Background: an optimization exercise with open tools, aiming at small area. Do not read the settings as production practice. Only simulation tests tie the RTL to the original design; equivalence was not proved. Power and IR drop assume default switching activity.

## flow/design.v (module list and top-level ports; edited modules follow where they fit)
// module fa_cell: 6 lines
// module ha_cell: 6 lines
// module bsel: 5 lines
// module bpp_n: 5 lines
// module bpp_p: 5 lines
// module mul16: 740 lines
// module dpg_e: 6 lines
// module dpg_o: 6 lines
// module dcy_e: 5 lines
// module dcy_o: 5 lines
// module dx_e: 5 lines
// module dx_o: 5 lines
// module dsel_e: 5 lines
// module dsum_e: 5 lines
// module dsum_o: 5 lines
// module qfix: 5 lines
// module dabs16: 14 lines
// module dzero: 12 lines
// module dq_e: 5 lines
// module dq_o: 5 lines
// module dsel_e2: 5 lines
// module dsel_o2: 5 lines
// module dneg16: 15 lines
// module dmux: 5 lines
// module dsel_o: 5 lines
// module div16: 556 lines
// module addsub16: 13 lines
// module ALU: 9 lines
// module alu16: 33 lines
module alu16(clk, rst, a, b, ctrl, res, R15);
  // ...
==> flow/flow/run.sh <==
#!/bin/bash
cp standard.sh standard_sh_copy.txt
export BUFFER_PORTS_ARGS="-buffer_cell sky130_fd_sc_hd__buf_1"
bash standard.sh > standard.log 2>&1
==> flow/standard.sh <==
#!/bin/bash
# synth_recipe.tcl (not shown) runs the flow's synth.tcl, then flattens the netlist and writes it again
# the make line also repeats each setting of config.mk as NAME=value (left out here)
make -C /OpenROAD-flow-scripts/flow DESIGN_CONFIG=/design/flow/config.mk WORK_HOME=/design/flow/orfs CLKGATE_MAP_FILE= SYNTH_SCRIPT=/design/flow/synth_recipe.tcl "${@:-finish}"
==> flow/config.mk <==
export PLATFORM = sky130hd
export DESIGN_NAME = alu16
export DESIGN_NICKNAME = alu16
export VERILOG_FILES = /design/flow/design.v
export SDC_FILE = /design/flow/constraint.sdc
export NUM_CORES = 4
export LEC_CHECK = 0
export CAP_MARGIN = 20
export CORE_MARGIN = 2
export CORE_UTILIZATION = 30
export SETUP_SLACK_MARGIN = -1.0
export SLEW_MARGIN = 20
export SYNTH_HIERARCHICAL = 1
export SYNTH_MINIMUM_KEEP_SIZE = 0
==> flow/constraint.sdc <==
create_clock -name core_clock -period 40.0 [get_ports {clk}]
set_input_delay 8.0000 -clock core_clock [delete_from_list [all_inputs] [get_ports {clk}]]
set_output_delay 8.0000 -clock core_clock [all_outputs]
set_load 0.01 [all_outputs]
==> notes.md, run 1 <==
hold-fix buffers at CTS 0; CTS max path bufs 2; Pwr Density 74.6 nW/um^2; Logic inverters 58; clk_lat worst skew ~290 ps; met3 WL roughly 2.5 mm; Post-Synth Simple-Gate Area 17.0%; Crit. Startpoint a[0]; RePlAce Congestion 0.886; top-level port count 70; Worst Tran Pin Value 1110 ps; Distinct cells, synth 61; Main synth FF type dfrtp_1; CORE AREA ~45,000 sq um; Cells after Synth 1,752; relative slew slack about a quarter; Final WS setup 1150 ps; Slew Viols, Final 0; total setup buffers inserted after CTS 0; Total Neg Setup Slack 0 ps; hold path depth 2; CP Depth 167; Tot Pwr ~1.2 mW; Root Driver clkbuf_16; Non-clock buffers, area share 6.78%; crit path capture type register; Final Skew 0 ps; TritonCTS Buffers 5; Pint 0.526 mW; Setup crit start kind input port; status no timing/DRC/antenna violations
==> run 2, diff against run 1 <==
--- a/flow/config.mk
+++ b/flow/config.mk
@@ -8,5 +8,6 @@
 export CAP_MARGIN = 20
 export CORE_MARGIN = 2
-export CORE_UTILIZATION = 30
+export CORE_UTILIZATION = 40
+export PLACE_DENSITY = 0.75
 export SETUP_SLACK_MARGIN = -1.0
 export SLEW_MARGIN = 20
==> run 2 against run 1 <==
Still clean. Sequential power about the same. Routed wire length down 4.2%. Flip-flop and latch count unchanged. Clock-buffer cell count unchanged. Critical endpoint unchanged. Largest power group unchanged. Highest routed layer is now met4.
==> notes.md, run 2 <==
Pint 0.522 mW (-0.85%); flop-to-flop setup slack 39,100 ps; r2r startpoint res[14]; Final period util 97.8%; All-Layer GR Usage a little under a quarter; hpwl dp 32.2 mm; Comb pwr share 90.9%; sequential area share after synthesis 5.77%; CTS max path bufs 2 (unchanged); Post-synth ARST share 100%; Clk network pwr share about 4%; Pre-Repair DR Iteration Count 5; CORE AREA 34,400 sq um (-24%); Setup CP Type input port to register; pre-CTS setup slack -895 ps; Synth top area share between 10% and 20%; Slew Viols, Final 0 (unchanged); post-synth top area cell fa_1; Cells after Synth 1,752 (unchanged); minimum clock period 39,140 ps; TritonCTS Buffers 5 (unchanged); Setup crit start kind input port; Crit. Startpoint a[7]; Slowest cell on crit path or4_4; fin nets 2,052; Distinct cells, synth 61 (unchanged); status no timing/DRC/antenna violations; top cells by area, synth fa_1 19%, xor2_1 17%, xnor2_1 13%, o22ai_1 7.6%, nand2_1 7.5%; first-pass GRT wire length 68.7 mm; worst setup path endpoint R15[15]; top-level port count 70 (unchanged); CP Max Fanout 27; syn avg cell area slightly below 8 sq um; Seq cells post-synth 32; Ys Warns 7; Most common cell on crit path a21oi_2; FF-to-FF path depth 2; initial antenna violation count 0; total placed cells including tap cells 2,289; Root Driver clkbuf_16; buffers added on ports 69; Total Neg Setup Slack 0 ps (unchanged); Largest stage delay, worst path roughly 600 ps; DR vias 13,500; Net Sw Power between 0.6 and 0.7 mW; max-cap viol count 0; RR Endpoint res[14]; Crit path arrival time about 39,000 ps; die area between 30,000 and 40,000 sq um; commonest non-fill, non-tap cell in the layout nand2_1; footprint of the multi-input gates 12,900 sq um; hold crit path type register to register; CTS tree built; Final Hold Vio Count 0; Max VDD drop between 100 and 150 uV; clock net sink count 32; crit path capture type register; Post-synth EDFFs 0; Final WS setup 865 ps (-283 ps); relative slew slack 39.3% (+13 points); Final setup viols 0; 1st-iter DRT viols 1,484; area delta synth->final 12.7%; count leader, synth nand2_1; Leak 5.78 nW; Via density between 5 and 6; Die X about 190 microns; site row count 68; max frequency 25.6 MHz; Flop pwr share 5.1%; most frequent cells in the layout 278 x nand2_1, 249 x xor2_1, 196 x xnor2_1; vias in the first global route 12,900; largest net degree at the start of global routing 63; clk_lat worst skew 290 ps (about the same); WL per Instance 18.8 microns; Top Registers R15 x16, res x16; Starting Density 40.4%; H-tree depth 2; most frequent cells after synthesis 278 x nand2_1, 263 x xor2_1, 203 x xnor2_1; Seq. cell area 801 sq um; Sw Share between 50% and 60%; Worst Tran Pin Value 904 ps (-203 ps); wirelength, routed between 40 and 50 mm; Residual DRC 0; post-layout util 45.5%; fin area approximately 16,000 sq um; Post-Syn Area 13,900 sq um; Placement Cell Area 15,000 sq um; share of cells above drive strength 1 14.8%; Filler cells 3,288; WP data required 40,150 ps; final cell count without fillers 2,312; Pwr Density 73.0 nW/um^2 (-2.2%); Detail Route Antenna Nets 0; Clk pin slew, worst setup/hold paths 60 ps; Main synth FF type dfrtp_1; Chip Height 190 microns; RePlAce Congestion 0.940 (+6.2%); overflow left after global routing 0; Final Skew 0 ps (unchanged)
## run 2: modules after synthesis (local to each module, per instance), a selection
module   cell area (sq um)  cells inside
dpg_o                 7.51             2
dsel_e2               21.3             3
ha_cell               12.5             1
dzero                  363            63
fa_cell               20.0             1
dcy_e                 8.76             1
dmux                  10.0             1
## run 2: worst max-delay path, delay by kind of cell
family	cells	cell delay [ps]
mux	10	3140
compound gates	117	20750
buf+inv	8	1540
simple gates	27	4290
xor+xnor	7	1510
## run 2: cell type report
cell class                 count  share of cell area [%]
antenna                        1                  0.0160
clock buffer                   5                   0.800
clock inverter                 3                   0.272
inverter                      58                    1.39
multi-input combinational   1605                    82.8
sequential                    32                    5.12
tap                          455                    3.64
timing repair buffer         153                    5.99
## run 2: metal layers
| metal | GRT usage (%) | routed length, microns | share of wire, % | up-vias |
|---|---|---|---|---|
| met5 | 0 | 0 | 0 | - |
| met4 | 6.53 | 1220 | 2.8 | 0 |
| met3 | 3.00 | 3850 | 8.8 | 115 |
| met2 | 40.1 | 21000 | 48 | 678 |
| met1 | 31.4 | 17500 | 40 | 6554 |
| li1 | - | - | - | 6110 |
## run 2: cell families after synthesis
group | share of synthesized area (%)
AOI/OAI and AO/OA | 18.9
xor gates and xnor gates | 29.4
adders and majority gates | 22.8
buffers and inverters | 4.82
DFF | 5.77
muxes | 1.15
other | 0.108
and+or+nand+nor | 17.0
## run 2: what timing repair did
item                       in CTS  in global routing
setup endpoints to repair       0                 32
setup buffers                   0                 14
gates resized for setup         0                 85
hold buffers                    0                  0
## run 2: worst min-delay path by stage
stage,from,end,slack (ps),depth (start not counted)
after global routing,R15[7],R15[7],520,2
after detailed placement,R15[0],R15[0],470,2
after floorplan,R15[0],R15[0],510,2
after CTS,R15[0],R15[0],490,2
after global placement,R15[10],R15[10],470,2
final,R15[6],R15[6],480,2
## run 2: power by group through the flow
stage               Clock [mW]  Combinational [mW]  Sequential [mW]
floorplan                    0               0.883           0.0599
CTS                     0.0462                1.01           0.0578
detailed placement           0               0.997           0.0584
finish                  0.0458                1.04           0.0578
global placement             0               0.971           0.0581
global route            0.0467                1.15           0.0588
## run 2: metrics by stage
stage / total power, mW / hold slack, ps
6_report: 1.14 / 484
3_3_place_gp: 1.03 / 468
2_1_floorplan: 0.943 / 510
5_1_grt: 1.26 / 516
3_5_place_dp: 1.06 / 474
4_1_cts: 1.11 / 487
==> run 3, diff against run 2 <==
--- a/flow/config.mk
+++ b/flow/config.mk
@@ -9,5 +9,4 @@
 export CORE_MARGIN = 2
 export CORE_UTILIZATION = 40
-export PLACE_DENSITY = 0.75
 export SETUP_SLACK_MARGIN = -1.0
 export SLEW_MARGIN = 20
==> run 3 against run 2 <==
Clock skew unchanged. Via count is 3.6% lower. Global-route usage grew 0.41 points. Sequential power is 1% lower. Clock power hardly changed. Non-clock buffer count decreased by 10. Critical path depth is 2 higher. Worst setup slack improved by 300 ps. Utilization is 0.24 points lower. Clock-buffer cell count is the same. Final cell count is 0.43% lower. Highest routed layer unchanged. Largest cell class unchanged. First-iteration DRC count shrank 23%.
==> notes.md, run 3 <==
status no timing/DRC/antenna violations; Worst Tran Pin Value 1020 ps (+120 ps); Clk network pwr share 4.0% (about the same); RePlAce Congestion 0.871 (-7.4%); commonest non-fill, non-tap cell in the layout nand2_1; largest net degree at the start of global routing 55 (-13%); WL per Instance 18.8 microns (-0.24%); site row count 68 (unchanged); top-level port count 70 (unchanged); Leak 5.74 nW (-0.58%); clk_lat worst skew 290 ps (about the same); RR Endpoint res[14]; count leader, synth nand2_1; Ys Warns 7 (unchanged); Top Registers R15 x16, res x16; pre-CTS setup slack -525 ps (+370 ps); 1st-iter DRT viols 1,149 (-23%); max frequency 25.7 MHz (+0.76%); Max VDD drop 146 uV (+35%); vias in the first global route 12,600 (-2.3%); minimum clock period 38,840 ps (-296 ps); Main synth FF type dfrtp_1; Slew Viols, Final 0 (unchanged); WP data required 40,160 ps (about the same); Setup crit start kind input port; CTS tree built; most frequent cells after synthesis 278 x nand2_1, 263 x xor2_1, 203 x xnor2_1; flop-to-flop setup slack 39,150 ps (+50 ps); hold path depth 2 (unchanged); Root Driver clkbuf_16; Cells after Synth 1,752 (unchanged); hold crit path type register to register; post-layout util 45.2% (-0.24 points); CP Max Fanout 28 (+3.7%); sequential area share after synthesis 5.77% (unchanged); top cells by area, synth fa_1 19%, xor2_1 17%, xnor2_1 13%, o22ai_1 7.6%, nand2_1 7.5%; overflow left after global routing 0 (unchanged); max-cap viol count 0 (unchanged); Sw Share 54.5% (+0.27 points); Most common cell on crit path a21oi_2; hpwl dp 32.8 mm (+1.9%); hold-fix buffers at CTS 0 (unchanged); Post-synth EDFFs 0 (unchanged); most frequent cells in the layout 278 x nand2_1, 250 x xor2_1, 195 x xnor2_1; All-Layer GR Usage 24.0% (+0.41 points); Detail Route Antenna Nets 0 (unchanged); Flop pwr share 5.0% (about the same); H-tree depth 2 (unchanged); Total Neg Setup Slack 0 ps (unchanged); die area 36,200 sq um (unchanged); Pre-Repair DR Iteration Count 5 (unchanged); Final Hold Vio Count 0 (unchanged); first-pass GRT wire length 69.0 mm (+0.47%); syn avg cell area 7.92 sq um (unchanged); Via density 5.64 (-3.1%); relative slew slack 31.5% (-7.8 points); TritonCTS Buffers 5 (unchanged); total placed cells including tap cells 2,290 (+0.044%); Chip Height 190 microns (unchanged); Seq cells post-synth 32 (unchanged); wirelength, routed 43.3 mm (-0.67%); share of cells above drive strength 1 14.0% (-0.79 points); Distinct cells, synth 61 (unchanged); clock net sink count 32 (unchanged); Synth top area share 19.5% (unchanged); buffers added on ports 69 (unchanged); Worst path top cell family by delay compound AO/OA/AOI/OAI gates; Residual DRC 0 (unchanged); Post-Syn Area 13,900 sq um (unchanged); Hold Slack 489 ps (+4.13 ps); Comb pwr share 91.1% (+0.2 points); Pwr Density 74.2 nW/um^2 (+1.6%); Clk pin slew, worst setup/hold paths 60 ps (about the same); DR vias 13,000 (-3.6%); Crit path arrival time 39,000 ps (-290 ps); Slowest cell on crit path nor4_4; Starting Density 40.4% (unchanged); Die X 190 microns (unchanged); final cell count without fillers 2,302 (-0.43%); CORE AREA 34,400 sq um (unchanged); Final setup viols 0 (unchanged); r2r startpoint res[14]; initial antenna violation count 1 (+1); FF-to-FF path depth 2 (unchanged); hold_sp R15[6]; Setup CP Type input port to register; Net Sw Power 0.629 mW (+1.6%); CP Buf/Inv Count 8 (unchanged); area delta synth->final 12.1%; post-synth top area cell fa_1; Final Skew 0 ps (unchanged); Largest stage delay, worst path 430 ps (-180 ps); Final period util 97.1% (-0.74 points); CTS max path bufs 2 (unchanged); fin nets 2,042 (-0.49%); hold endpoint R15[6]; Post-synth ARST share 100% (unchanged); crit path capture type register; Pint 0.524 mW (+0.48%); Final WS setup 1160 ps (+296 ps)
## run 3: what timing repair did
item / CTS / global route
endpoints found under the setup margin: 0 / 32
setup buffers: 0 / 3
resized for setup: 0 / 75
## run 3: how the worst max path moves through the flow
stage                      from      end  slack, ps  depth (start not counted)
after CTS                 b[12]  R15[14]       -290                        167
after global routing      b[12]  R15[14]      -1170                        173
after detailed placement  b[12]  R15[14]       -520                        167
final                      a[3]  R15[11]       1160                        171
after global placement    b[12]  R15[14]        590                        169
after floorplan           b[15]  R15[15]       -890                        164
## run 3: final cells by class
cell class	instances	area, sq um
diodes	1	2.50
well taps	455	569
multi-input cells	1605	12900
clock buffers	5	125
clock inverters	3	42.5
inverters	58	218
repair buffers	143	853
flip-flops and latches	32	801
fillers	3462	18800
## run 3: Yosys stat by module (local to each module, per instance), excerpt
module   cells  times used  cell area, sq um
mul16       94           1               576
dzero       63           1               363
dsel_o2      3          64              21.3
dsel_e2      3          56              21.3
qfix         2          15              17.5
dq_o         1           8              12.5
dq_e         1           7              10.0
dcy_e        1          49              8.76
bpp_p        1         120              8.76
dpg_o        2          64              7.51
## run 3: logic make-up after synthesis
| logic type | after synthesis | share of synthesized area (%) |
|---|---|---|
| adders and majority gates | 175 | 22.8 |
| and+or+nand+nor | 539 | 17.0 |
| DFF | 32 | 5.77 |
| AOI/OAI and AO/OA | 396 | 18.9 |
| buffers and inverters | 124 | 4.82 |
| other | 4 | 0.108 |
| muxes | 16 | 1.15 |
| xor gates and xnor gates | 466 | 29.4 |
## run 3: layer usage
metal  vias up  wire, microns  global-route usage, %
li1       6108              -                      -
met1      6367          18900                   32.5
met2       447          21000                   41.1
met3        56           2470                   1.69
met4         0            954                   6.77
met5         -              0                      0
## run 3: worst min-delay path, stage by stage, from the launching register on
cell	delay, ps
dfrtp_1	340
nand2_1	60
o21ai_0	60
## run 3: power by group through the flow
stage | registers [mW] | logic [mW] | clock network (mW)
after floorplan | 0.0599 | 0.883 | 0
after global placement | 0.0575 | 1.01 | 0
after detailed placement | 0.0578 | 1.02 | 0
after CTS | 0.0572 | 1.02 | 0.0466
after global routing | 0.0583 | 1.16 | 0.0473
final | 0.0571 | 1.05 | 0.0458
## run 3: through the flow
step	power, mW	cell area (sq um)
2_1_floorplan	0.943	13900
3_3_place_gp	1.07	15000
3_5_place_dp	1.07	15000
4_1_cts	1.13	15200
5_1_grt	1.26	15600
6_report	1.15	15600
==> run 4, diff against run 3 <==
--- a/flow/config.mk
+++ b/flow/config.mk
@@ -9,4 +9,6 @@
 export CORE_MARGIN = 2
 export CORE_UTILIZATION = 40
+export CTS_BUF_LIST = sky130_fd_sc_hd__clkbuf_8
+export CTS_CLUSTER_SIZE = 12
 export SETUP_SLACK_MARGIN = -1.0
 export SLEW_MARGIN = 20
==> run 4 against run 3 <==
Global-route usage hardly changed. Design area down 0.36%. First-iteration DRC count is 7.2% lower. Register-to-register slack better by 20 ps. Worst setup slack improved by 120 ps. Combinational power is essentially flat. Clock-buffer cell count stayed put. Synthesized cell count did not move. Clock power shrank 26%. Critical endpoint is now R15[15]. Largest power group unchanged. Highest routed layer unchanged.
==> notes.md, run 4 <==
Ys Warns 7 (unchanged); Pint 0.513 mW (-2.2%); flop-to-flop setup slack 39,170 ps (+20 ps); fin area 15,500 sq um (-0.36%); overflow left after global routing 0 (unchanged); relative slew slack 31.4% (-0.060 points); Placement Cell Area 15,000 sq um (unchanged); max-cap viol count 0 (unchanged); DR vias 12,900 (-0.59%); Clk network pwr share 3.0% (-1.0 points); Slew Viols, Final 0 (unchanged); site row count 68 (unchanged); Worst Tran Pin Value 1020 ps (+0.897 ps); Final period util 96.8% (-0.29 points); buffers added on ports 69 (unchanged); largest net degree at the start of global routing 55 (unchanged); Detail Route Antenna Nets 0 (unchanged); most frequent cells in the layout 278 x nand2_1, 250 x xor2_1, 195 x xnor2_1; Comb pwr share 92.0% (+0.9 points); fin nets 2,042 (unchanged); Final Skew 0 ps (unchanged); FF-to-FF path depth 2 (unchanged); Post-synth EDFFs 0 (unchanged); initial antenna violation count 1 (unchanged); Seq cells post-synth 32 (unchanged); clk_lat worst skew 300 ps (about the same); minimum clock period 38,720 ps (-115 ps); crit path capture type register; CTS max path bufs 2 (unchanged); wirelength, routed 43.2 mm (-0.14%); Starting Density 40.4% (unchanged); sequential area share after synthesis 5.77% (unchanged); post-layout util 45.1% (-0.16 points); count leader, synth nand2_1; Setup crit start kind input port; r2r startpoint res[1]; Pre-Repair DR Iteration Count 6 (+1); pre-CTS setup slack -525 ps (unchanged); hold_sp R15[11]; CTS tree built; Post-Syn Area 13,900 sq um (unchanged); WL per Instance 18.8 microns (-0.14%); area delta synth->final 11.7%; WP data required 40,180 ps (+20 ps); Max VDD drop 138 uV (-5.9%); die area 36,200 sq um (unchanged); All-Layer GR Usage 24.0% (about the same); Root Driver clkbuf_8; Final WS setup 1280 ps (+115 ps); Cells after Synth 1,752 (unchanged); clock net sink count 32 (unchanged); CORE AREA 34,400 sq um (unchanged); first-pass GRT wire length 69.0 mm (unchanged); Most common cell on crit path a21oi_2; vias in the first global route 12,600 (unchanged); Final Hold Vio Count 0 (unchanged); Total Neg Setup Slack 0 ps (unchanged); Synth top area share 19.5% (unchanged); most frequent cells after synthesis 278 x nand2_1, 263 x xor2_1, 203 x xnor2_1; syn avg cell area 7.92 sq um (unchanged); commonest non-fill, non-tap cell in the layout nand2_1; RePlAce Congestion 0.871 (unchanged); Post-synth ARST share 100% (unchanged); Pwr Density 73.5 nW/um^2 (-0.92%); Largest stage delay, worst path 610 ps (+180 ps); Via density 5.60 (-0.59%); hold crit path type register to register; hold path depth 2 (unchanged); RR Endpoint res[1]; hold endpoint R15[11]; Net Sw Power 0.626 mW (-0.52%); Setup CP Type input port to register; post-synth top area cell fa_1; max frequency 25.8 MHz (+0.30%); Residual DRC 0 (unchanged); Die X 190 microns (unchanged); Top Registers R15 x16, res x16; Distinct cells, synth 61 (unchanged); Tot Pwr 1.14 mW (-1.3%); Flop pwr share 5.0% (about the same); Chip Height 190 microns (unchanged); hpwl dp 32.8 mm (unchanged); CP Max Fanout 28 (unchanged); H-tree depth 2 (unchanged); Crit path arrival time 38,900 ps (-100 ps); Slowest cell on crit path or4_4; Main synth FF type dfrtp_1; Clk pin slew, worst setup/hold paths 90 ps (+30 ps); top cells by area, synth fa_1 19%, xor2_1 17%, xnor2_1 13%, o22ai_1 7.6%, nand2_1 7.5%; TritonCTS Buffers 5 (unchanged); top-level port count 70 (unchanged); status no timing/DRC/antenna violations; Final setup viols 0 (unchanged); Leak 5.72 nW (-0.45%); share of cells above drive strength 1 14.0% (unchanged); 1st-iter DRT viols 1,066 (-7.2%); Sw Share 55.0% (+0.42 points)
==> run 4: cell count changes in the layout (fill, tap and decap cells not counted) <==
cell       delta
clkbuf_8      +5
clkbuf_16     -5
==> run 4: per-stage QoR <==
step	hold slack [ps]	instances
CTS	494	2298
detailed placement	474	2290
finish	495	2302
global placement	468	2290
global route	522	2302
floorplan	510	1761
==> run 4: timing repair <==
item                                   4_1_cts  5_1_grt
gates resized for setup                      0       75
endpoints found under the hold margin        0        0
setup buffers                                0        3
setup endpoints to repair                    0       32
hold buffers                                 0        0
==> run 4: Yosys stat by module (local to each module, per instance), excerpt <==
| module | flip-flops and latches | times used |
|---|---|---|
| dpg_o | 0 | 64 |
| bpp_p | 0 | 120 |
| qfix | 0 | 15 |
| dmux | 0 | 16 |
| div16 | 0 | 1 |
| dsel_o2 | 0 | 64 |
| dzero | 0 | 1 |
| ha_cell | 0 | 24 |
| dq_o | 0 | 8 |
| bpp_n | 0 | 8 |
| dpg_e | 0 | 56 |
| dcy_e | 0 | 49 |
| mul16 | 0 | 1 |
| bsel | 0 | 136 |
==> run 4: worst max-delay path, delay by kind of cell <==
| kind | cells | cell delay (ps) |
|---|---|---|
| AOI/OAI and AO/OA | 119 | 20610 |
| buffers and inverters | 8 | 1650 |
| muxes | 10 | 3010 |
| and+or+nand+nor | 27 | 4210 |
| xor gates and xnor gates | 7 | 1380 |
==> run 4: area by class of cell <==
type / instances / area [sq um]
Multi-Input combinational cell: 1605 / 12900
Clock buffer: 5 / 68.8
Tap cell: 455 / 569
Inverter: 58 / 218
Timing Repair Buffer: 143 / 853
Fill cell: 3464 / 18900
Antenna cell: 1 / 2.50
Sequential cell: 32 / 801
Clock inverter: 3 / 42.5
==> run 4: cells by family after synthesis <==
group	Yosys count	share of synthesized area [%]
and+or+nand+nor	539	17.0
xor gates and xnor gates	466	29.4
AOI/OAI and AO/OA	396	18.9
adders and majority gates	175	22.8
buffers and inverters	124	4.82
DFF	32	5.77
muxes	16	1.15
other	4	0.108
==> run 4: power by group through the flow <==
| stage | logic, mW | registers [mW] | clock network [mW] |
|---|---|---|---|
| floorplan | 0.883 | 0.0599 | 0 |
| global placement | 1.01 | 0.0575 | 0 |
| detailed placement | 1.02 | 0.0578 | 0 |
| CTS | 1.02 | 0.0571 | 0.0343 |
| global route | 1.16 | 0.0582 | 0.0349 |
| finish | 1.05 | 0.0571 | 0.0337 |
==> run 4: worst max-delay path by stage <==
stage,start,cells after the start,end
3_3_place_gp,b[12],169,R15[14]
2_1_floorplan,b[15],164,R15[15]
3_5_place_dp,b[12],167,R15[14]
6_report,a[3],171,R15[15]
4_1_cts,b[12],167,R15[14]
5_1_grt,b[12],173,R15[15]
==> run 4: metal layers <==
layer | up-vias | wire length (microns) | track usage (%)
met1 | 6284 | 18900 | 32.5
li1 | 6106 | - | -
met5 | - | 0 | 0
met2 | 447 | 20900 | 41.1
met4 | 0 | 975 | 6.74
met3 | 64 | 2360 | 1.64
==> run 5, diff against run 4 <==
--- a/flow/config.mk
+++ b/flow/config.mk
@@ -10,6 +10,5 @@
 export CORE_UTILIZATION = 40
 export CTS_BUF_LIST = sky130_fd_sc_hd__clkbuf_8
-export CTS_CLUSTER_SIZE = 12
-export SETUP_SLACK_MARGIN = -1.0
+export SETUP_SLACK_MARGIN = -1.25
 export SLEW_MARGIN = 20
 export SYNTH_HIERARCHICAL = 1
==> run 5 against run 4 <==
Critical path depth decreased by 1. Critical endpoint unchanged. Utilization fell by 0.055 points. Die area stayed put. Still clean on timing, DRC and antenna. Critical path type unchanged. Register-to-register slack about the same. Worst setup slack worse by 160 ps. Synthesized area stayed put. Power hardly changed. Via count hardly changed. Design area is 0.12% lower.
==> notes.md, run 5 <==
Worst Tran Pin Value 1020 ps (-7.38 ps); Setup CP Type input port to register; H-tree depth 2 (unchanged); Tot Pwr 1.14 mW (about the same); Slowest cell on crit path or4_4; minimum clock period 38,890 ps (+164 ps); RR Endpoint res[1]; Main synth FF type dfrtp_1; commonest non-fill, non-tap cell in the layout nand2_1; All-Layer GR Usage 24.0% (unchanged); post-layout util 45.0% (-0.055 points); Post-synth ARST share 100% (unchanged); Hold Slack 495 ps (-0.0320 ps); CP Max Fanout 28 (unchanged); Final setup viols 0 (unchanged); Detail Route Antenna Nets 0 (unchanged); fin area 15,500 sq um (-0.12%); FF-to-FF path depth 2 (unchanged); clock net sink count 32 (unchanged); grt met3 use 1.64% (unchanged); top-level port count 70 (unchanged); hpwl dp 32.8 mm (unchanged); hold path depth 2 (unchanged); Chip Height 190 microns (unchanged); overflow left after global routing 0 (unchanged); area delta synth->final 11.6%; GRT busiest layer met2; share of cells above drive strength 1 13.8% (-0.21 points); Post-Syn Area 13,900 sq um (unchanged); Residual DRC 0 (unchanged); Cells after Synth 1,752 (unchanged); Clk pin slew, worst setup/hold paths 90 ps (about the same); Largest stage delay, worst path 610 ps (about the same); 1st-iter DRT viols 1,113 (+4.4%); wirelength, routed 43.3 mm (+0.25%); post-synth top area cell fa_1; hold crit path type register to register; met1 Resource Use GR 32.5% (unchanged); count leader, synth nand2_1; Via density 5.61 (about the same); clk_lat worst skew 310 ps (about the same); DR vias 12,900 (+0.016%); die area 36,200 sq um (unchanged); Final period util 97.2% (+0.41 points); site row count 68 (unchanged); TritonCTS Buffers 5 (unchanged); buffers added on ports 69 (unchanged); Placement Cell Area 15,000 sq um (unchanged); Max VDD drop 146 uV (+5.8%); r2r startpoint res[1]; Crit path arrival time 39,070 ps (+170 ps); hold_sp R15[11]; Top Registers R15 x16, res x16; status no timing/DRC/antenna violations; hold-fix buffers at CTS 0 (unchanged); max frequency 25.7 MHz (-0.42%); CTS max path bufs 2 (unchanged); WL per Instance 18.8 microns (+0.30%); Seq cells post-synth 32 (unchanged); Post-synth EDFFs 0 (unchanged); Die X 190 microns (unchanged); most frequent cells in the layout 278 x nand2_1, 250 x xor2_1, 195 x xnor2_1; flop-to-flop setup slack 39,160 ps (about the same); crit path capture type register; Pwr Density 73.6 nW/um^2 (+0.18%); relative slew slack 31.9% (+0.49 points); RePlAce Congestion 0.871 (unchanged); Slew Viols, Final 0 (unchanged); initial antenna violation count 1 (unchanged); CTS tree built; max-cap viol count 0 (unchanged); largest net degree at the start of global routing 55 (unchanged); syn avg cell area 7.92 sq um (unchanged); WP data required 40,180 ps (about the same); most frequent cells after synthesis 278 x nand2_1, 263 x xor2_1, 203 x xnor2_1; Root Driver clkbuf_8; vias in the first global route 12,600 (unchanged); Most common cell on crit path a21oi_2; first-pass GRT wire length 69.0 mm (unchanged); Starting Density 40.4% (unchanged); Setup crit start kind input port; Final Skew 0 ps (unchanged); hold endpoint R15[11]; CORE AREA 34,400 sq um (unchanged); top cells by area, synth fa_1 19%, xor2_1 17%, xnor2_1 13%, o22ai_1 7.6%, nand2_1 7.5%; Final Hold Vio Count 0 (unchanged); Pre-Repair DR Iteration Count 6 (unchanged); Ys Warns 7 (unchanged); Leak 5.71 nW (-0.16%); sequential area share after synthesis 5.77% (unchanged); Distinct cells, synth 61 (unchanged); Synth top area share 19.5% (unchanged); fin nets 2,041 (-0.049%); GR Util met2 41.1% (unchanged)
-- run 5: what timing repair did --
action | CTS | global route
gates resized for setup | 0 | 72
setup buffers | 0 | 2
setup endpoints to repair | 0 | 32
hold endpoints to repair | 0 | 0
-- run 5: Yosys stat by module (local to each module, per instance), a selection --
module | copies in the design | area, sq um
dcy_o | 56 | 5.00
mul16 | 1 | 576
dmux | 16 | 10.0
dq_o | 8 | 12.5
fa_cell | 135 | 20.0
bpp_p | 120 | 8.76
bpp_n | 8 | 8.76
bsel | 136 | 6.26
dpg_e | 56 | 7.51
qfix | 15 | 17.5
dneg16 | 1 | 290
dzero | 1 | 363
dsel_o2 | 64 | 21.3
-- run 5: cell type report --
| class | count | area, sq um |
|---|---|---|
| Timing Repair Buffer | 142 | 846 |
| Sequential cell | 32 | 801 |
| Clock buffer | 5 | 68.8 |
| Antenna cell | 1 | 2.50 |
| Fill cell | 3466 | 18900 |
| Clock inverter | 3 | 42.5 |
| Multi-Input combinational cell | 1605 | 12900 |
| Inverter | 58 | 218 |
| Tap cell | 455 | 569 |
-- run 5: layer usage --
layer | share of wire, % | wire length (microns) | up-vias
met2 | 49 | 21000 | 431
met3 | 5.4 | 2340 | 57
li1 | - | - | 6093
met5 | 0 | 0 | -
met1 | 44 | 19000 | 6322
met4 | 2.2 | 939 | 0
-- run 5: per-stage QoR --
stage	TNS, ps	std cells	setup slack (ps)
6_report	0	2301	1110
5_1_grt	-18610	2301	-1330
4_1_cts	-1380	2298	-242
3_5_place_dp	-4400	2290	-525
3_3_place_gp	0	2290	593
2_1_floorplan	-6710	1761	-894
-- run 5: worst max-delay path: cells and delay by family --
family	cells	cell delay [ps]
muxes	11	3390
AOI/OAI and AO/OA	120	20950
buffers and inverters	7	1470
xor gates and xnor gates	6	1160
and+or+nand+nor	26	4030
-- run 5: report_power, final --
group          internal (mW)  switching, mW  leakage [nW]
combinational          0.448          0.600          5.28
clock                 0.0185         0.0154        0.0541
sequential            0.0464         0.0108         0.379
total                  0.513          0.627          5.71
-- run 5: cell families (layout without fill, tap and decap cells) --
| family | after synthesis | count (layout) | synth area share [%] |
|---|---|---|---|
| muxes | 16 | 16 | 1.15 |
| and+or+nand+nor | 539 | 539 | 17.0 |
| xor gates and xnor gates | 466 | 466 | 29.4 |
| DFF | 32 | 32 | 5.77 |
| other | 4 | 14 | 0.108 |
| buffers and inverters | 124 | 208 | 4.82 |
| AOI/OAI and AO/OA | 396 | 396 | 18.9 |
| adders and majority gates | 175 | 175 | 22.8 |
-- run 5: worst max path at each step --
| stage | start | to | slack [ps] | cells after the start |
|---|---|---|---|---|
| 2_1_floorplan | b[15] | R15[15] | -890 | 164 |
| 3_3_place_gp | b[12] | R15[14] | 590 | 169 |
| 3_5_place_dp | b[12] | R15[14] | -520 | 167 |
| 4_1_cts | b[12] | R15[14] | -240 | 167 |
| 5_1_grt | b[12] | R15[15] | -1330 | 174 |
| 6_report | a[3] | R15[15] | 1110 | 170 |
==> run 6, diff against run 5 <==
--- a/flow/config.mk
+++ b/flow/config.mk
@@ -10,6 +10,7 @@
 export CORE_UTILIZATION = 40
 export CTS_BUF_LIST = sky130_fd_sc_hd__clkbuf_8
-export SETUP_SLACK_MARGIN = -1.25
+export SETUP_SLACK_MARGIN = -1.0
 export SLEW_MARGIN = 20
 export SYNTH_HIERARCHICAL = 1
 export SYNTH_MINIMUM_KEEP_SIZE = 0
+export TNS_END_PERCENT = 0
==> run 6 against run 5 <==
Still clean on timing, DRC and antenna. Sequential share of layout area barely moved. Routed wire length shrank 0.25%. Non-clock buffer count increased by 1. Power is essentially flat. Worst setup slack better by 160 ps. Combinational power about the same. Synthesized area unchanged. Clock skew unchanged. Critical path depth is 1 higher. Design area up 0.12%. Maximum frequency is 0.42% higher. Critical path type unchanged. Critical endpoint unchanged.
==> notes.md, run 6 <==
DR vias 12,900 (-0.016%); clk_lat worst skew 300 ps (about the same); Post-Syn Area 13,900 sq um (unchanged); pre-CTS setup slack -525 ps (unchanged); crit path capture type register; r2r startpoint res[1]; Cells after Synth 1,752 (unchanged); top cells by area, synth fa_1 19%, xor2_1 17%, xnor2_1 13%, o22ai_1 7.6%, nand2_1 7.5%; Top Registers R15 x16, res x16; CP Max Fanout 28 (unchanged); H-tree depth 2 (unchanged); Final Hold Vio Count 0 (unchanged); CTS max path bufs 2 (unchanged); vias in the first global route 12,600 (unchanged); top-level port count 70 (unchanged); Root Driver clkbuf_8; 1st-iter DRT viols 1,066 (-4.2%); most frequent cells after synthesis 278 x nand2_1, 263 x xor2_1, 203 x xnor2_1; status no timing/DRC/antenna violations; WL per Instance 18.8 microns (-0.29%); wirelength, routed 43.2 mm (-0.25%); Clk pin slew, worst setup/hold paths 90 ps (about the same); FF-to-FF path depth 2 (unchanged); Seq cells post-synth 32 (unchanged); largest net degree at the start of global routing 55 (unchanged); Most common cell on crit path a21oi_2; die area 36,200 sq um (unchanged); clock net sink count 32 (unchanged); Pwr Density 73.5 nW/um^2 (-0.18%); post-synth top area cell fa_1; TritonCTS Buffers 5 (unchanged); Final period util 96.8% (-0.41 points); WP data required 40,180 ps (about the same); count leader, synth nand2_1; initial antenna violation count 1 (unchanged); area delta synth->final 11.7%; Slowest cell on crit path or4_4; Worst path top cell family by delay compound AO/OA/AOI/OAI gates; Starting Density 40.4% (unchanged); Crit path arrival time 38,900 ps (-170 ps); syn avg cell area 7.92 sq um (unchanged); post-layout util 45.1% (+0.055 points); Post-synth ARST share 100% (unchanged); relative slew slack 31.4% (-0.49 points); Total Neg Setup Slack 0 ps (unchanged); Distinct cells, synth 61 (unchanged); sequential area share after synthesis 5.77% (unchanged); CP Buf/Inv Count 8 (+1); Leak 5.72 nW (+0.16%); Die X 190 microns (unchanged); Synth top area share 19.5% (unchanged); Final Skew 0 ps (unchanged); site row count 68 (unchanged); Largest stage delay, worst path 610 ps (about the same); Post-synth EDFFs 0 (unchanged); Ys Warns 7 (unchanged); Setup crit start kind input port; footprint of the multi-input gates 12,900 sq um (about the same); flop-to-flop setup slack 39,170 ps (about the same); RePlAce Congestion 0.871 (unchanged); All-Layer GR Usage 24.0% (unchanged); RR Endpoint res[1]; Main synth FF type dfrtp_1; most frequent cells in the layout 278 x nand2_1, 250 x xor2_1, 195 x xnor2_1; buffers added on ports 69 (unchanged); hold endpoint R15[11]; max frequency 25.8 MHz (+0.42%); Via density 5.60 (about the same); Pre-Repair DR Iteration Count 6 (unchanged); Setup CP Type input port to register; fin nets 2,042 (+0.049%); overflow left after global routing 0 (unchanged); Final setup viols 0 (unchanged); Final WS setup 1280 ps (+164 ps); Worst Tran Pin Value 1020 ps (+7.38 ps); Slew Viols, Final 0 (unchanged); Filler cells 3,464 (-0.058%); Residual DRC 0 (unchanged); CTS tree built; Detail Route Antenna Nets 0 (unchanged); max-cap viol count 0 (unchanged); hold_sp R15[11]; Seq. cell area 801 sq um (unchanged); first-pass GRT wire length 69.0 mm (unchanged); share of cells above drive strength 1 14.0% (+0.21 points); Max VDD drop 138 uV (-5.5%); Chip Height 190 microns (unchanged); hold path depth 2 (unchanged); commonest non-fill, non-tap cell in the layout nand2_1; CORE AREA 34,400 sq um (unchanged); hold crit path type register to register; minimum clock period 38,720 ps (-164 ps); hpwl dp 32.8 mm (unchanged); hold-fix buffers at CTS 0 (unchanged)
[run 6: per-layer routing]
layer | global-route usage (%) | vias up | share of wire, %
li1 | - | 6106 | -
met2 | 41.1 | 447 | 48
met5 | 0 | - | 0
met1 | 32.5 | 6284 | 44
met3 | 1.64 | 64 | 5.5
met4 | 6.74 | 0 | 2.3
[run 6: area by class of cell]
class	count	area share, %
Sequential cell	32	5.17
Inverter	58	1.40
Timing Repair Buffer	143	5.51
Antenna cell	1	0.0161
Clock inverter	3	0.275
Multi-Input combinational cell	1605	83.5
Clock buffer	5	0.444
Tap cell	455	3.67
[run 6: what timing repair did]
action | in CTS | in global routing
endpoints found under the setup margin | 0 | 32
resized for setup | 0 | 75
setup buffers | 0 | 3
[run 6: how the worst max path moves through the flow]
stage          startpoint      end  slack [ps]  depth (start not counted)
3_5_place_dp        b[12]  R15[14]        -520                        167
3_3_place_gp        b[12]  R15[14]         590                        169
5_1_grt             b[12]  R15[15]       -1120                        173
6_report             a[3]  R15[15]        1280                        171
2_1_floorplan       b[15]  R15[15]        -890                        164
4_1_cts             b[12]  R15[14]        -240                        167
[run 6: worst register-to-register path: stages (launching register included)]
cell and delay, ps:
dfrtp_1 450, o22ai_1 120, nor3_1 190
[run 6: metrics by stage]
| step | power (mW) | instances | hold slack, ps | instance area (sq um) |
|---|---|---|---|---|
| 6_report | 1.14 | 2302 | 495 | 15500 |
| 5_1_grt | 1.25 | 2302 | 522 | 15500 |
| 4_1_cts | 1.11 | 2298 | 494 | 15100 |
| 3_5_place_dp | 1.07 | 2290 | 474 | 15000 |
| 3_3_place_gp | 1.07 | 2290 | 468 | 15000 |
| 2_1_floorplan | 0.943 | 1761 | 510 | 13900 |
[run 6: cells by family after synthesis]
kind of cell	count (synthesis)	synth area share [%]
AOI/OAI and AO/OA	396	18.9
muxes	16	1.15
adders and majority gates	175	22.8
and+or+nand+nor	539	17.0
xor gates and xnor gates	466	29.4
DFF	32	5.77
other	4	0.108
buffers and inverters	124	4.82
[run 6: report_power, final]
group	internal (mW)	switching, mW
Clock	0.0185	0.0152
Sequential	0.0464	0.0107
Combinational	0.448	0.600
Total	0.513	0.626
[run 6: modules after synthesis, one instance, submodules excluded, excerpt]
module,cells inside,times used
addsub16,18,1
alu16,200,1
bsel,1,136
dcy_o,1,56
div16,110,1
dneg16,38,1
dpg_e,2,56
dpg_o,2,64
dq_e,1,7
dsel_o2,3,64
dzero,63,1
fa_cell,1,135
ha_cell,1,24
mul16,94,1
==> run 7, diff against run 6 <==
--- a/flow/config.mk
+++ b/flow/config.mk
@@ -8,5 +8,5 @@
 export CAP_MARGIN = 20
 export CORE_MARGIN = 2
-export CORE_UTILIZATION = 40
+export CORE_UTILIZATION = 45
 export CTS_BUF_LIST = sky130_fd_sc_hd__clkbuf_8
 export SETUP_SLACK_MARGIN = -1.0
@@ -14,3 +14,2 @@
 export SYNTH_HIERARCHICAL = 1
 export SYNTH_MINIMUM_KEEP_SIZE = 0
-export TNS_END_PERCENT = 0
==> run 7 against run 6 <==
Still clean on timing, DRC and antenna. Synthesized cell count did not move. Clock-buffer cell count did not move. Worst hold slack got worse by 14 ps. Synthesized area did not move. Via count fell by 2.1%. Utilization rose by 5.6 points. Power barely moved. Design area fell by 0.15%. Worst setup slack got worse by 37 ps. Register-to-register slack got worse by 30 ps. Die area fell by 11%. Critical path depth did not move. Critical path type unchanged. Largest cell class unchanged. Largest power group unchanged.
==> notes.md, run 7 <==
Starting Density 45.5% (+5.1 points); Leak 5.79 nW (+1.3%); sequential area share after synthesis 5.77% (unchanged); hpwl dp 32.7 mm (-0.50%); DR vias 12,600 (-2.1%); Ys Warns 7 (unchanged); r2r startpoint res[2]; Worst Tran Pin Value 1060 ps (+37.7 ps); TritonCTS Buffers 5 (unchanged); Flop pwr share 4.9% (about the same); Chip Height 180 microns (-5.6%); post-synthesis adder-cell area fraction 22.8% (unchanged); Pwr Density 73.6 nW/um^2 (+0.13%); 1st-iter DRT viols 905 (-15%); most frequent cells after synthesis 278 x nand2_1, 263 x xor2_1, 203 x xnor2_1; top cells by area, synth fa_1 19%, xor2_1 17%, xnor2_1 13%, o22ai_1 7.6%, nand2_1 7.5%; RR Endpoint res[2]; post-layout util 50.7% (+5.6 points); hold endpoint R15[7]; Crit path arrival time 38,950 ps (+50 ps); CP Max Fanout 26 (-7.1%); status no timing/DRC/antenna violations; hold crit path type register to register; Clk pin slew, worst setup/hold paths 80 ps (about the same); CTS max path bufs 2 (unchanged); Setup crit start kind input port; mux cell area share after synthesis 1.15% (unchanged); largest net degree at the start of global routing 52 (-5.5%); Slowest cell on crit path or4_4; Net Sw Power 0.624 mW (-0.25%); share of cells above drive strength 1 14.3% (+0.36 points); Via density 5.57 (-0.59%); Cells after Synth 1,752 (unchanged); WP data required 40,190 ps (about the same); Root Driver clkbuf_8; relative slew slack 28.9% (-2.5 points); hold-fix buffers at CTS 0 (unchanged); All-Layer GR Usage 26.2% (+2.2 points); Detail Route Antenna Nets 0 (unchanged); fin nets 2,066 (+1.2%); Clk network pwr share 2.4% (-0.6 points); Residual DRC 0 (unchanged); Main synth FF type dfrtp_1; Pint 0.514 mW (+0.28%); area delta synth->final 11.5%; post-synthesis xor/xnor area fraction 29.4% (unchanged); clk_lat worst skew 310 ps (about the same); most frequent cells in the layout 278 x nand2_1, 254 x xor2_1, 195 x xnor2_1; Max VDD drop 189 uV (+37%); buffers added on ports 69 (unchanged); Tot Pwr 1.14 mW (about the same); crit path capture type register; first-pass GRT wire length 68.8 mm (-0.27%); post-synth top area cell fa_1; hold path depth 2 (unchanged); hold_sp R15[7]; FF-to-FF path depth 2 (unchanged); Synth top area share 19.5% (unchanged); Setup CP Type input port to register; Total Neg Setup Slack 0 ps (unchanged); minimum clock period 38,760 ps (+36.9 ps); Final period util 96.9% (about the same); Post-synth EDFFs 0 (unchanged); Ant. Diodes 0 (-1); die area 32,300 sq um (-11%); H-tree depth 2 (unchanged); count leader, synth nand2_1; Most common cell on crit path a21oi_2; Final Hold Vio Count 0 (unchanged); vias in the first global route 12,300 (-2.0%); Post-synth ARST share 100% (unchanged); RePlAce Congestion 0.920 (+5.7%); WL per Instance 19.0 microns (+1.3%); overflow left after global routing 0 (unchanged); CORE AREA 30,500 sq um (-11%); Pre-Repair DR Iteration Count 5 (-1); Die X 180 microns (-5.6%); Post-Syn Area 13,900 sq um (unchanged); Largest stage delay, worst path 550 ps (-60 ps); Sw Share 54.8% (-0.13 points); commonest non-fill, non-tap cell in the layout nand2_1; largest family of logic cells by synthesized area XOR/XNOR gates; flop-to-flop setup slack 39,140 ps (-30 ps); top-level port count 70 (unchanged); Hold Slack 480 ps (-14.5 ps); Post-Synth Simple-Gate Area 17.0% (unchanged); Final Skew 0 ps (unchanged); Filler cells 2,988 (-14%); Final setup viols 0 (unchanged); Top Registers R15 x16, res x16; Seq cells post-synth 32 (unchanged); max frequency 25.8 MHz (about the same); syn avg cell area 7.92 sq um (unchanged); site row count 64 (-5.9%); Distinct cells, synth 61 (unchanged); clock net sink count 32 (unchanged); wirelength, routed 43.1 mm (-0.32%); Slew Viols, Final 0 (unchanged); Comb pwr share 92.6% (+0.6 points); max-cap viol count 0 (unchanged); CTS tree built; area fraction in compound gates after synthesis 18.9% (unchanged); initial antenna violation count 0 (-1)
-- run 7: how the worst max path moves through the flow --
stage / to / cells after the start / slack (ps) / startpoint
floorplan: R15[15] / 164 / -890 / b[15]
CTS: R15[14] / 168 / -250 / b[12]
detailed placement: R15[14] / 169 / -540 / b[12]
global placement: R15[14] / 169 / 580 / b[12]
global route: R15[15] / 172 / -1160 / b[13]
finish: R15[15] / 171 / 1240 / a[3]
-- run 7: worst max-delay path, delay by kind of cell --
kind,cells,cell delay [ps]
AO/OA/AOI/OAI,119,20910
AND/OR/NAND/NOR,27,4330
multiplexers,10,2900
XOR/XNOR,7,1170
buffers and inverters,8,1600
-- run 7: what timing repair did --
action / in CTS / in global routing
setup buffers: 0 / 7
endpoints found under the hold margin: 0 / 0
gates resized for setup: 0 / 61
endpoints found under the setup margin: 0 / 32
-- run 7: metal layers --
metal / wire [microns] / track usage [%]
met1: 19100 / 35.2
met2: 21600 / 46.1
met3: 1770 / 1.72
met4: 632 / 5.72
met5: 0 / 0
-- run 7: layout make-up --
class                      count  area, sq um  share of cell area, %
tap                          396          495                   3.20
sequential                    32          801                   5.18
timing repair buffer         166         1020                   6.61
inverter                      58          218                   1.41
clock buffer                   5         68.8                  0.445
multi-input combinational   1606        12800                   83.0
clock inverter                 3         18.8                  0.121
-- run 7: metrics by stage --
step	worst slack, ps	instance area (sq um)	cells
2_1_floorplan	-894	13900	1761
3_3_place_gp	581	15000	2251
3_5_place_dp	-537	15000	2251
4_1_cts	-248	15100	2259
5_1_grt	-1160	15500	2266
6_report	1240	15500	2266
-- run 7: cells by family (layout without fill, tap and decap cells) --
kind of cell / count (synthesis) / after routing
XOR/XNOR: 466 / 466
other: 4 / 13
multiplexers: 16 / 16
AO/OA/AOI/OAI: 396 / 397
buffers and inverters: 124 / 232
flip-flops: 32 / 32
adder cells (fa/ha/maj): 175 / 175
AND/OR/NAND/NOR: 539 / 539
-- run 7: power groups by stage --
| stage | sequential [mW] | clock [mW] | combinational, mW |
|---|---|---|---|
| detailed placement | 0.0569 | 0 | 1.01 |
| finish | 0.0562 | 0.0277 | 1.05 |
| global route | 0.0575 | 0.0292 | 1.17 |
| CTS | 0.0562 | 0.0284 | 1.02 |
| floorplan | 0.0599 | 0 | 0.883 |
| global placement | 0.0570 | 0 | 1.00 |
-- run 7: per-module statistics from Yosys, one instance, submodules excluded, a selection --
module | cells inside | times used | flops+latches | cell area (sq um)
dneg16 | 38 | 1 | 0 | 290
dsel_o2 | 3 | 64 | 0 | 21.3
dq_e | 1 | 7 | 0 | 10.0
dmux | 1 | 16 | 0 | 10.0
bpp_p | 1 | 120 | 0 | 8.76
bpp_n | 1 | 8 | 0 | 8.76
dpg_e | 2 | 56 | 0 | 7.51
bsel | 1 | 136 | 0 | 6.26
==> run 8, diff against run 7 <==
--- a/flow/config.mk
+++ b/flow/config.mk
@@ -8,5 +8,5 @@
 export CAP_MARGIN = 20
 export CORE_MARGIN = 2
-export CORE_UTILIZATION = 45
+export CORE_UTILIZATION = 35
 export CTS_BUF_LIST = sky130_fd_sc_hd__clkbuf_8
 export SETUP_SLACK_MARGIN = -1.0
==> run 8 against run 7 <==
Still clean on timing, DRC and antenna. Non-clock buffer count shrank 3. Design area grew 1.5%. Flip-flop and latch count is the same. Clock skew is the same. Clock-buffer cell count grew 2. Worst setup slack gained 85 ps. Worst hold slack lost 0.75 ps. Final cell count grew 5.2%. First-iteration DRC count grew 18%. Critical path type unchanged. Critical endpoint unchanged.
==> notes.md, run 8 <==
commonest non-fill, non-tap cell in the layout nand2_1; Root Driver clkbuf_8; hpwl dp 33.3 mm (+1.9%); Total Neg Setup Slack 0 ps (unchanged); Starting Density 35.6% (-9.8 points); Distinct cells, synth 61 (unchanged); relative slew slack 39.2% (+10 points); wirelength, routed 43.6 mm (+1.1%); Worst path top cell family by delay compound AO/OA/AOI/OAI gates; max frequency 25.9 MHz (+0.22%); largest net degree at the start of global routing 62 (+19%); initial antenna violation count 1 (+1); Leak 5.82 nW (+0.59%); Synth top area share 19.5% (unchanged); hold-fix buffers at CTS 0 (unchanged); Post-Syn Area 13,900 sq um (unchanged); All-Layer GR Usage 20.7% (-5.5 points); hold crit path type register to register; Cells after Synth 1,752 (unchanged); top cells by area, synth fa_1 19%, xor2_1 17%, xnor2_1 13%, o22ai_1 7.6%, nand2_1 7.5%; Worst Tran Pin Value 912 ps (-150 ps); Final Hold Vio Count 0 (unchanged); syn avg cell area 7.92 sq um (unchanged); fin area 15,700 sq um (+1.5%); Pre-Repair DR Iteration Count 5 (unchanged); die area 41,200 sq um (+28%); DR vias 12,900 (+2.3%); vias in the first global route 12,400 (+0.67%); Clk pin slew, worst setup/hold paths 80 ps (about the same); RePlAce Congestion 0.888 (-3.5%); share of cells above drive strength 1 14.5% (+0.19 points); CP Buf/Inv Count 11 (+3); count leader, synth nand2_1; buffers added on ports 69 (unchanged); clk_lat worst skew 300 ps (about the same); Filler cells 4,017 (+34%); Residual DRC 0 (unchanged); Final period util 96.7% (-0.21 points); Most common cell on crit path a21oi_2; minimum clock period 38,680 ps (-84.6 ps); Top Registers R15 x16, res x16; Slowest cell on crit path or4_4; Final Skew 0 ps (unchanged); Setup crit start kind input port; Largest stage delay, worst path 550 ps (about the same); fin nets 2,062 (-0.19%); Placement Cell Area 15,200 sq um (+0.76%); overflow left after global routing 0 (unchanged); TritonCTS Buffers 5 (unchanged); Ant. Diodes 0 (unchanged); Ys Warns 7 (unchanged); CP Max Fanout 28 (+7.7%); first-pass GRT wire length 67.8 mm (-1.5%); sequential area share after synthesis 5.77% (unchanged); Slew Viols, Final 0 (unchanged); status no timing/DRC/antenna violations; WL per Instance 18.3 microns (-3.9%); Setup CP Type input port to register; Die X 203 microns (+13%); top-level port count 70 (unchanged); H-tree depth 2 (unchanged); crit path capture type register; Crit path arrival time 38,910 ps (-40 ps); Post-synth EDFFs 0 (unchanged); Final setup viols 0 (unchanged); site row count 72 (+13%); Detail Route Antenna Nets 0 (unchanged); Chip Height 203 microns (+13%); area delta synth->final 13.2%; Pwr Density 74.1 nW/um^2 (+0.73%); Via density 5.42 (-2.8%); most frequent cells in the layout 278 x nand2_1, 252 x xor2_1, 195 x xnor2_1; CORE AREA 38,900 sq um (+28%); post-synth top area cell fa_1; Seq. cell area 801 sq um (unchanged); Seq cells post-synth 32 (unchanged); footprint of the multi-input gates 12,900 sq um (+0.39%); clock net sink count 32 (unchanged); 1st-iter DRT viols 1,068 (+18%); CTS tree built; CTS max path bufs 2 (unchanged); Post-synth ARST share 100% (unchanged); WP data required 40,230 ps (+40 ps); Max VDD drop 125 uV (-34%); most frequent cells after synthesis 278 x nand2_1, 263 x xor2_1, 203 x xnor2_1; max-cap viol count 0 (unchanged); Main synth FF type dfrtp_1
## run 8: metrics by stage
step           setup WS, ps  hold slack (ps)  power [mW]  instances  utilization (%)
2_1_floorplan          -894              510       0.943       1761                -
3_3_place_gp            712              469        1.07       2367             38.9
3_5_place_dp           -433              472        1.09       2367             39.0
4_1_cts                -213              487        1.14       2375             39.3
5_1_grt               -1240              509        1.27       2384             40.4
6_report               1320              480        1.16       2384             40.4
## run 8: where the power goes
group	total [mW]	switching [mW]	leakage [nW]	internal (mW)
Combinational	1.07	0.616	5.38	0.455
Sequential	0.0571	0.0107	0.379	0.0464
Clock	0.0363	0.0143	0.0645	0.0220
## run 8: cells by family (layout without fill, tap and decap cells)
logic type / Yosys count / in the layout / share of synthesized area (%)
buffers and inverters: 124 / 229 / 4.82
multiplexers: 16 / 16 / 1.15
AND/OR/NAND/NOR: 539 / 539 / 17.0
other: 4 / 13 / 0.108
XOR/XNOR: 466 / 466 / 29.4
adder cells (fa/ha/maj): 175 / 175 / 22.8
flip-flops: 32 / 32 / 5.77
AO/OA/AOI/OAI: 396 / 396 / 18.9
## run 8: final cells by class
cell class              instances  area share (%)
multi-input cells            1605            82.1
well taps                     518            4.13
clock buffers                   7           0.613
repair buffers                163            6.44
inverters                      58            1.39
clock inverters                 1           0.191
flip-flops and latches         32            5.10
## run 8: repair_timing
item	in CTS	in global routing
setup buffers	0	8
resized for setup	0	70
endpoints found under the setup margin	0	32
## run 8: modules after synthesis (local to each module, per instance), a selection
module / flops+latches / cells inside / copies in the design / area (sq um)
ha_cell: 0 / 1 / 24 / 12.5
dcy_o: 0 / 1 / 56 / 5.00
bpp_p: 0 / 1 / 120 / 8.76
dq_e: 0 / 1 / 7 / 10.0
bsel: 0 / 1 / 136 / 6.26
dzero: 0 / 63 / 1 / 363
addsub16: 0 / 18 / 1 / 171
## run 8: tightest hold or removal path: stages, from the launching register on
cell,delay [ps]
dfrtp_1,340
nand2_1,40
o21ai_0,60
## run 8: final timing paths
check / start / to / slack, ps / cells after the start
max: a[0] / R15[15] / 1320 / 173
min: R15[6] / R15[6] / 480 / 2
max reg2reg: res[2] / res[2] / 39110 / 2
min reg2reg: R15[6] / R15[6] / 480 / 2
max in group asynchronous: rst / res[3] / 31610 / 1
min in group asynchronous: rst / R15[2] / 7800 / 1
## run 8: layer usage
| layer | vias to the layer above | wire length (microns) | GRT usage, % |
|---|---|---|---|
| li1 | 6145 | - | - |
| met1 | 6305 | 19000 | 27.9 |
| met2 | 426 | 21500 | 36.3 |
| met3 | 36 | 2560 | 1.67 |
| met4 | 2 | 481 | 4.01 |
| met5 | - | 13 | 0 |
==> run 9, diff against run 8 <==
--- a/flow/config.mk
+++ b/flow/config.mk
@@ -8,6 +8,7 @@
 export CAP_MARGIN = 20
 export CORE_MARGIN = 2
-export CORE_UTILIZATION = 35
+export CORE_UTILIZATION = 40
 export CTS_BUF_LIST = sky130_fd_sc_hd__clkbuf_8
+export PLACE_DENSITY = 0.5
 export SETUP_SLACK_MARGIN = -1.0
 export SLEW_MARGIN = 20
==> run 9 against run 8 <==
Flip-flop and latch count unchanged. Clock skew unchanged. Critical path type unchanged. Utilization up 5.1 points. Power down 3.2%. Global-route usage up 4.5 points. Routed wire length up 4.1%. Non-clock buffer count down 2. Die area down 12%. Synthesized area unchanged. Sequential power down 1%.
==> notes.md, run 9 <==
count leader, synth nand2_1; CP Depth 172 (-0.58%); RR Endpoint res[15]; WP data required 40,190 ps (-40 ps); Slowest cell on crit path or4_4; Setup CP Type input port to register; Worst path top cell family by delay compound AO/OA/AOI/OAI gates; fin nets 2,061 (-0.048%); wirelength, routed 45.3 mm (+4.1%); Pre-Repair DR Iteration Count 5 (unchanged); Starting Density 40.4% (+4.7 points); Detail Route Antenna Nets 0 (unchanged); CORE AREA 34,400 sq um (-12%); sequential area share after synthesis 5.77% (unchanged); initial antenna violation count 0 (-1); Leak 5.81 nW (-0.27%); Max VDD drop 64.3 uV (-49%); WL per Instance 19.5 microns (+7.0%); GR Util met2 43.3% (+7.0 points); Filler cells 3,543 (-12%); CP Buf/Inv Count 9 (-2); post-layout util 45.5% (+5.1 points); hold-fix buffers at CTS 0 (unchanged); Post-synth ARST share 100% (unchanged); Clk pin slew, worst setup/hold paths 90 ps (about the same); Root Driver clkbuf_8; Main synth FF type dfrtp_1; vias in the first global route 12,500 (+0.74%); CTS tree built; grt met3 use 1.88% (+0.21 points); clk_lat worst skew 320 ps (+20 ps); Top Registers R15 x16, res x16; Cells after Synth 1,752 (unchanged); Setup crit start kind input port; hold crit path type register to register; overflow left after global routing 0 (unchanged); max frequency 26.0 MHz (+0.53%); Post-Syn Area 13,900 sq um (unchanged); H-tree depth 2 (unchanged); first-pass GRT wire length 71.1 mm (+4.9%); CP Max Fanout 17 (-39%); Tot Pwr 1.13 mW (-3.2%); most frequent cells after synthesis 278 x nand2_1, 263 x xor2_1, 203 x xnor2_1; crit path capture type register; Ant. Diodes 0 (unchanged); Final period util 96.2% (-0.51 points); share of cells above drive strength 1 14.9% (+0.38 points); 1st-iter DRT viols 757 (-29%); Die X 190 microns (-6.3%); DR vias 12,600 (-2.1%); clock net sink count 32 (unchanged); RePlAce Congestion 0.894 (+0.74%); worst setup path endpoint R15[15]; FF-to-FF path depth 2 (unchanged); Largest stage delay, worst path 560 ps (about the same); Synth top area share 19.5% (unchanged); TritonCTS Buffers 5 (unchanged); syn avg cell area 7.92 sq um (unchanged); Most common cell on crit path a21oi_2; met1 Resource Use GR 33.4% (+5.5 points); Pwr Density 72.1 nW/um^2 (-2.8%); top-level port count 70 (unchanged); Residual DRC 0 (unchanged); Final Skew 0 ps (unchanged); All-Layer GR Usage 25.2% (+4.5 points); CTS max path bufs 2 (unchanged); Post-synth EDFFs 0 (unchanged); Slew Viols, Final 0 (unchanged); Final setup viols 0 (unchanged); pre-CTS setup slack -301 ps (+132 ps); Via density 5.45 (+0.64%); post-synth top area cell fa_1; flop-to-flop setup slack 39,170 ps (+60 ps); Final Hold Vio Count 0 (unchanged); minimum clock period 38,470 ps (-202 ps); Distinct cells, synth 61 (unchanged); site row count 68 (-5.6%); max-cap viol count 0 (unchanged); area delta synth->final 12.7%; relative slew slack 29.5% (-9.6 points); die area 36,200 sq um (-12%); Crit. Startpoint a[3]; r2r startpoint res[15]; commonest non-fill, non-tap cell in the layout nand2_1; Ys Warns 7 (unchanged); most frequent cells in the layout 278 x nand2_1, 249 x xor2_1, 195 x xnor2_1; Chip Height 190 microns (-6.3%); status no timing/DRC/antenna violations; hpwl dp 34.4 mm (+3.3%); top cells by area, synth fa_1 19%, xor2_1 17%, xnor2_1 13%, o22ai_1 7.6%, nand2_1 7.5%; buffers added on ports 69 (unchanged); largest net degree at the start of global routing 52 (-16%); GRT busiest layer met2; Crit path arrival time 38,670 ps (-240 ps); Final WS setup 1530 ps (+202 ps); Worst Tran Pin Value 1050 ps (+141 ps); Seq cells post-synth 32 (unchanged)
-- run 9: cell counts after synthesis --
Identical to the previous run, type by type.
-- run 9: per-layer routing --
| layer | vias to the layer above | share of wire (%) |
|---|---|---|
| met5 | - | 0 |
| met4 | 0 | 2.8 |
| met3 | 68 | 3.5 |
| met2 | 283 | 48 |
| met1 | 6147 | 45 |
| li1 | 6150 | - |
-- run 9: cell families (layout without fill, tap and decap cells) --
kind of cell	count (synthesis)	after routing	share of synthesized area (%)
simple gates	539	539	17.0
flops	32	32	5.77
fa+ha+maj	175	175	22.8
mux	16	16	1.15
buf+inv	124	227	4.82
other cells	4	13	0.108
xor+xnor	466	466	29.4
compound gates	396	397	18.9
-- run 9: report_power, final --
group / total (mW) / switching, mW / internal (mW) / leakage (nW)
combinational: 1.04 / 0.588 / 0.448 / 5.38
clock: 0.0342 / 0.0158 / 0.0185 / 0.0541
sequential: 0.0563 / 0.00990 / 0.0464 / 0.379
-- run 9: worst min-delay path by stage --
stage	end	from	cells after the start	slack [ps]
3_3_place_gp	R15[15]	R15[15]	2	460
6_report	R15[1]	R15[1]	2	480
2_1_floorplan	R15[0]	R15[0]	2	510
3_5_place_dp	R15[1]	R15[1]	2	470
4_1_cts	R15[1]	R15[1]	2	490
5_1_grt	R15[1]	R15[1]	2	540
-- run 9: what timing repair did --
item | 4_1_cts | 5_1_grt
resized for setup | 0 | 76
setup buffers | 0 | 9
endpoints found under the setup margin | 0 | 32
endpoints found under the hold margin | 0 | 0
-- run 9: metrics by stage --
step                      area [sq um]  cells  hold slack [ps]  setup TNS [ps]
after floorplan                  13900   1761              510           -6710
after global placement           15100   2304              464               0
after detailed placement         15100   2304              473           -1610
after CTS                        15200   2312              492           -2.27
after global routing             15600   2320              537          -15170
final                            15600   2320              483               0
-- run 9: Yosys stat by module, one instance, submodules excluded, a selection --
module | cells | copies in the design
alu16 | 200 | 1
div16 | 110 | 1
mul16 | 94 | 1
dneg16 | 38 | 1
dabs16 | 40 | 1
addsub16 | 18 | 1
dsel_o2 | 3 | 64
dsel_e2 | 3 | 56
fa_cell | 1 | 135
dq_o | 1 | 8
dmux | 1 | 16
bpp_n | 1 | 8
bsel | 1 | 136
-- run 9: area by class of cell --
class | instances | area [sq um] | area share [%]
clock buffer | 5 | 68.8 | 0.440
multi-input combinational | 1606 | 12900 | 82.8
tap | 455 | 569 | 3.64
inverter | 58 | 218 | 1.39
timing repair buffer | 161 | 982 | 6.28
clock inverter | 3 | 42.5 | 0.272
sequential | 32 | 801 | 5.12
-- run 9: tightest hold or removal path, cell delays in order, from the launching register on --
cell and delay (ps):
dfrtp_1 350, nand2_1 50, o21ai_0 60
==> run 10, diff against run 9 <==
--- a/flow/config.mk
+++ b/flow/config.mk
@@ -10,5 +10,5 @@
 export CORE_UTILIZATION = 40
 export CTS_BUF_LIST = sky130_fd_sc_hd__clkbuf_8
-export PLACE_DENSITY = 0.5
+export GPL_ROUTABILITY_DRIVEN = 0
 export SETUP_SLACK_MARGIN = -1.0
 export SLEW_MARGIN = 20
==> run 10 against run 9 <==
Clock power is 1% lower. Synthesized cell count did not move. First-iteration DRC count grew 41%. Highest routed layer unchanged.
==> notes.md, run 10 <==
status no timing/DRC/antenna violations; overflow left after global routing 0 (unchanged); Chip Height 190 microns (unchanged); area delta synth->final 11.7%; Setup crit start kind input port; share of cells above drive strength 1 14.0% (-0.93 points); WP data required 40,180 ps (about the same); relative slew slack 31.4% (+1.9 points); Residual DRC 0 (unchanged); Max VDD drop 138 uV (+110%); Post-synth ARST share 100% (unchanged); Crit path arrival time 38,900 ps (+230 ps); sequential area share after synthesis 5.77% (unchanged); Root Driver clkbuf_8; Ys Warns 7 (unchanged); initial antenna violation count 1 (+1); Tot Pwr 1.14 mW (+1.1%); CTS max path bufs 2 (unchanged); buffers added on ports 69 (unchanged); post-layout util 45.1% (-0.39 points); Max Used Layer met4; Main synth FF type dfrtp_1; met3 WL 2.36 mm (+48%); count leader, synth nand2_1; CP Buf/Inv Count 8 (-1); max-cap viol count 0 (unchanged); pre-CTS setup slack -525 ps (-223 ps); Top Registers R15 x16, res x16; hold crit path type register to register; WL per Instance 18.8 microns (-3.9%); most frequent cells after synthesis 278 x nand2_1, 263 x xor2_1, 203 x xnor2_1; CP Max Fanout 28 (+11); top-level port count 70 (unchanged); Pre-Repair DR Iteration Count 6 (+1); Largest stage delay, worst path 610 ps (+50 ps); TritonCTS Buffers 5 (unchanged); crit path capture type register; commonest non-fill, non-tap cell in the layout nand2_1; Distinct cells, synth 61 (unchanged); Worst Tran Pin Value 1020 ps (-28.5 ps); final cell count without fillers 2,302 (-0.78%); Total Neg Setup Slack 0 ps (unchanged); Final period util 96.8% (+0.62 points); M1 wire length 18.9 mm (-7.5%); CTS tree built; clock net sink count 32 (unchanged); Synth top area share 19.5% (unchanged); hpwl dp 32.8 mm (-4.5%); Setup CP Type input port to register; Worst path top cell family by delay compound AO/OA/AOI/OAI gates; Post-synth EDFFs 0 (unchanged); Cells after Synth 1,752 (unchanged); hold-fix buffers at CTS 0 (unchanged); Die X 190 microns (unchanged); DR vias 12,900 (+2.0%); All-Layer GR Usage 24.0% (-1.2 points); Most common cell on crit path a21oi_2; most frequent cells in the layout 278 x nand2_1, 250 x xor2_1, 195 x xnor2_1; r2r startpoint res[1]; Slowest cell on crit path or4_4; Post-Syn Area 13,900 sq um (unchanged); worst setup path endpoint R15[15]; metal2 WL 20.9 mm (-4.8%); RR Endpoint res[1]; Via density 5.60 (+2.8%); Pwr Density 73.5 nW/um^2 (+2.0%); Starting Density 40.4% (unchanged); minimum clock period 38,720 ps (+250 ps); total placed cells including tap cells 2,290 (-0.61%); vias in the first global route 12,600 (+0.62%); Detail Route Antenna Nets 0 (unchanged)
==> run 10: cell counts after synthesis <==
Identical to the previous run, type by type.
==> run 10: worst min path at each step <==
stage	from	end	slack, ps
6_report	R15[11]	R15[11]	490
3_5_place_dp	R15[6]	R15[6]	470
2_1_floorplan	R15[0]	R15[0]	510
4_1_cts	R15[6]	R15[6]	490
5_1_grt	R15[8]	R15[8]	520
3_3_place_gp	R15[3]	R15[3]	470
==> run 10: what timing repair did <==
item,4_1_cts,5_1_grt
buffers inserted,0,3
setup endpoints to repair,0,32
resized for setup,0,75
==> run 10: area by class of cell <==
class                   instances  area, sq um
fillers                      3464        18900
multi-input cells            1605        12900
repair buffers                143          853
flip-flops and latches         32          801
well taps                     455          569
inverters                      58          218
clock buffers                   5         68.8
clock inverters                 3         42.5
diodes                          1         2.50
==> run 10: kinds of logic after synthesis <==
family | share of synthesized area (%)
adders and majority gates | 22.8
and+or+nand+nor | 17.0
DFF | 5.77
AOI/OAI and AO/OA | 18.9
buffers and inverters | 4.82
other | 0.108
muxes | 1.15
xor gates and xnor gates | 29.4
==> run 10: layer usage <==
layer | vias to the layer above | GRT usage, %
met5 | - | 0
met4 | 0 | 6.74
met3 | 64 | 1.64
met2 | 447 | 41.1
met1 | 6284 | 32.5
li1 | 6106 | -
==> run 10: worst min-delay path, cell delays in order (launching register included) <==
cell     delay (ps)
dfrtp_1         350
nand2_1          50
o21ai_1          60
==> run 10: modules after synthesis, one instance, submodules excluded, excerpt <==
module,area (sq um),flip-flops and latches,copies in the design
dpg_o,7.51,0,64
div16,643,0,1
mul16,576,0,1
dq_o,12.5,0,8
dcy_e,8.76,0,49
dsel_o2,21.3,0,64
dcy_o,5.00,0,56
ha_cell,12.5,0,24
dmux,10.0,0,16
qfix,17.5,0,15
addsub16,171,0,1
dsel_e2,21.3,0,56
fa_cell,20.0,0,135
bsel,6.26,0,136
alu16,1810,32,1
==> run 10: through the flow <==
step,hold WS (ps),area [sq um]
after floorplan,510,13900
after global placement,468,15000
after detailed placement,474,15000
after CTS,494,15100
after global routing,522,15500
final,495,15500
==> run 10: where the power goes <==
group / internal [mW] / total (mW) / switching (mW)
sequential: 0.0464 / 0.0571 / 0.0107
clock: 0.0185 / 0.0337 / 0.0152
combinational: 0.448 / 1.05 / 0.600
